From an optimization exercise on the open Yosys and OpenROAD flow, aimed at a short achievable clock period and few clock cycles; shortcuts taken in it are not production practice.
The RTL was checked by simulation tests, not by an equivalence proof against the original design.
Power figures rest on the tool's default switching activity, not on a simulated workload.

// cpu
module cpu ( input clk,              
             input reset,            
             output [31:0] iaddr,    
             input [31:0] idata,     
             output [31:0] daddr,    
             input [31:0] drdata,    
             output [31:0] dwdata,   
             output [3:0] dwe        
           );
For scale: ~52000 cells after synthesis, about 170 I/O pins, roughly 530000 um^2 of cells after synthesis.
==> flow/config.mk <==
export PLATFORM = sky130hd
export DESIGN_NAME = cpu
export DESIGN_NICKNAME = cpu
export VERILOG_FILES = /design/flow/design.v
export SDC_FILE = /design/flow/constraint.sdc
export NUM_CORES = 8
export LEC_CHECK = 0
export CAP_MARGIN = 30
export CELL_PAD_IN_SITES_DETAIL_PLACEMENT = 1
export CELL_PAD_IN_SITES_GLOBAL_PLACEMENT = 1
export CORE_MARGIN = 2
export CORE_UTILIZATION = 30
export PLACE_DENSITY = 0.45
export SETUP_SLACK_MARGIN = 4
export SLEW_MARGIN = 40
export TNS_END_PERCENT = 25
==> flow/constraint.sdc <==
create_clock -name core_clock -period 11.5 [get_ports {clk}]
set_input_delay 2.3000 -clock core_clock [delete_from_list [all_inputs] [get_ports {clk}]]
set_output_delay 2.3000 -clock core_clock [all_outputs]
set_load 0.01 [all_outputs]
standard.sh (not shown) runs the stock make flow with config.mk's settings and CLKGATE_MAP_FILE= SYNTH_SCRIPT=/design/flow/synth_recipe.tcl, a recipe that flattens the netlist after the stock synthesis.
==> flow/flow/run.sh <==
#!/bin/bash
# Standard ORFS flow (the standard.sh), with these changes:
#  - repair_timing aims well below the target period (larger setup margin),
#  - the reset and dwe pins are kept together on one edge, so that the
#    reset -> dwe gating path is short,
#  - antenna repair after detailed routing may take up to 20 rounds,
#  - if global routing fails on congestion after its timing repair, it is
#    run again without that repair.
set -euo pipefail
HERE=$(pwd)
sed -e 's/SETUP_SLACK_MARGIN=[^ ]*/SETUP_SLACK_MARGIN=6/' \
    -e "s|\"\${@:-finish}\"|MAX_REPAIR_ANTENNAS_ITER_DRT=20 IO_CONSTRAINTS=$HERE/flow/io.tcl \"\${@:-finish}\"|" \
    standard.sh > my_standard.sh
if ! bash my_standard.sh > flow_make.log 2>&1; then
    sed -i -e "s|IO_CONSTRAINTS=|SKIP_INCREMENTAL_REPAIR=1 IO_CONSTRAINTS=|" my_standard.sh
    bash my_standard.sh > flow_make2.log 2>&1
fi
==> flow/flow/io.tcl <==
set_io_pin_constraint -group -order -pin_names {dwe[0] dwe[1] reset dwe[2] dwe[3]}
Testbench counts at the start, summed over its fixed seeds: cycles 723,595.
Edit:
--- a/flow/design.v
+++ b/flow/design.v
@@ -209,20 +209,18 @@
     reg  [31:0]        ic_d [0:(1<<CW)-1];
     reg  [31:CW+2]     ic_t [0:(1<<CW)-1];
     reg  [(1<<CW)-1:0] ic_v;
     reg  [31:0] pcn;
     assign iaddr = ~pcn;
     wire [31:0] f_pc4 = pc + 32'd4;
     wire [31:0] f_pc8 = pc + 32'd8;
-    reg  [(1<<CW)-1:0] coh, cohn;
-    reg  [(1<<BW)-1:0] boh, bohn;
-    wire [(1<<CW)-1:0] cohb = ~cohn;
-    wire [(1<<BW)-1:0] bohb = ~bohn;
-    wire [(1<<BW)-1:0] boh1 = {bohb[(1<<BW)-2:0], bohb[(1<<BW)-1]};    
-    wire [(1<<CW)-1:0] coh1 = {cohb[(1<<CW)-2:0], cohb[(1<<CW)-1]};    
+    reg  [(1<<CW)-1:0] coh;
+    reg  [(1<<BW)-1:0] boh;
+    wire [(1<<BW)-1:0] boh1 = {boh[(1<<BW)-2:0], boh[(1<<BW)-1]};    
+    wire [(1<<CW)-1:0] coh1 = {coh[(1<<CW)-2:0], coh[(1<<CW)-1]};    
     reg  [(1<<CW)-1:0] cm, cm1;
     reg  [(1<<BW)-1:0] bm, bm1;
     reg         f_c1, f_c2, f_hit0, f_hit1, f_pred0, f_pred1, f_tiv, f_tiv1;
     reg  [31:0] f_i1, f_i2;
     reg  [1:0]  f_ctr0, f_ctr1;
     reg  [31:2] f_btgt0, f_btgt1, f_btgt04;
     reg  [31:0] f_ti, f_ti1;
@@ -479,38 +477,30 @@
     always @(posedge clk) begin
         jr_pend <= ~reset & jr;
         jr_tgt <= jr0 ? {as0[31:1], 1'b0} : {as1[31:1], 1'b0};
         if (reset) begin
             pc <= 32'd0;
             pcn <= ~32'd0;
             coh <= 1;
-            cohn <= ~(1);
             boh <= 1;
-            bohn <= ~(1);
         end else if (jr_pend) begin
             pc <= jr_tgt;
             pcn <= ~jr_tgt;
             coh <= coh_j;
-            cohn <= ~(coh_j);
             boh <= boh_j;
-            bohn <= ~(boh_j);
         end else if (mis) begin
             pc <= inj ? fix4 : fix;
             pcn <= inj ? ~fix4 : ~fix;
             coh <= inj ? coh_f4 : coh_f;
-            cohn <= ~(inj ? coh_f4 : coh_f);
             boh <= inj ? boh_f4 : boh_f;
-            bohn <= ~(inj ? boh_f4 : boh_f);
         end else if (!stall) begin
             pc <= f_next;
             pcn <= ~f_next;
             coh <= f_p1 ? coh_n1 : coh_n0;
-            cohn <= ~(f_p1 ? coh_n1 : coh_n0);
             boh <= f_p1 ? boh_n1 : boh_n0;
-            bohn <= ~(f_p1 ? boh_n1 : boh_n0);
         end
         cw_v <= ~reset;
         cw_oh <= {coh[0], coh[(1<<CW)-1:1]};
         cw_t <= coh[0] ? pc[31:CW+2] - 1'b1 : pc[31:CW+2];
         cw_d <= idata;
         for (k = 0; k < (1<<CW); k = k + 1) begin
             if (reset)
=> The changed run passed the timing, DRC and antenna checks. Via count came out lower by a few percent. Wire length drops by a little under a tenth. Synthesized cell count grows slightly. Worst setup slack gains 0.083 ns. Register-to-register slack is better by 0.08 ns. Total power falls by a few percent. Combinational power fell by roughly a tenth. Global-route usage shrinks by 3.6 points. Final cell count came out lower slightly. Count of clock-buffer cells in the layout drops by 66. Critical path depth is higher by 4. First-iteration DRC count fell by roughly a tenth.
Testbench counts after the change, summed over its fixed seeds: cycles 723,595.

[re-timing with driven ports]
The flow's constraints put no driver on any port. The routed layouts listed below were extracted and timed again, unchanged, in two steps.
Step 1: set_driving_cell puts a clkbuf_16 on clk and a buf_2 on each other input, an assumption about the parent block.
Step 2 times the ports against the registers' clock, not the clock port: input delays grow and output delays shrink by t, the midpoint of the rising clock arrivals with the driver on.
Three values: ideal, step 1, step 2; two values: the first two.
| run | t, ns | setup WS [ns] | worst setup path after step 2 | clock arrival spread, ns | pins driven straight from the clock port |
|---|---|---|---|---|---|
| the first run | 1.624 | 5.290 / 5.290 / 4.511 | input to register | 0.172 / 0.172 | 1 |
| the second run | 1.607 | 5.372 / 5.372 / 4.366 | input to register | 0.163 / 0.163 | 1 |
After both steps every run listed still meets setup and hold. The setup slack of the second run, which loses most, moves by 0.000 ns with the drivers and by -1.006 ns with both steps.
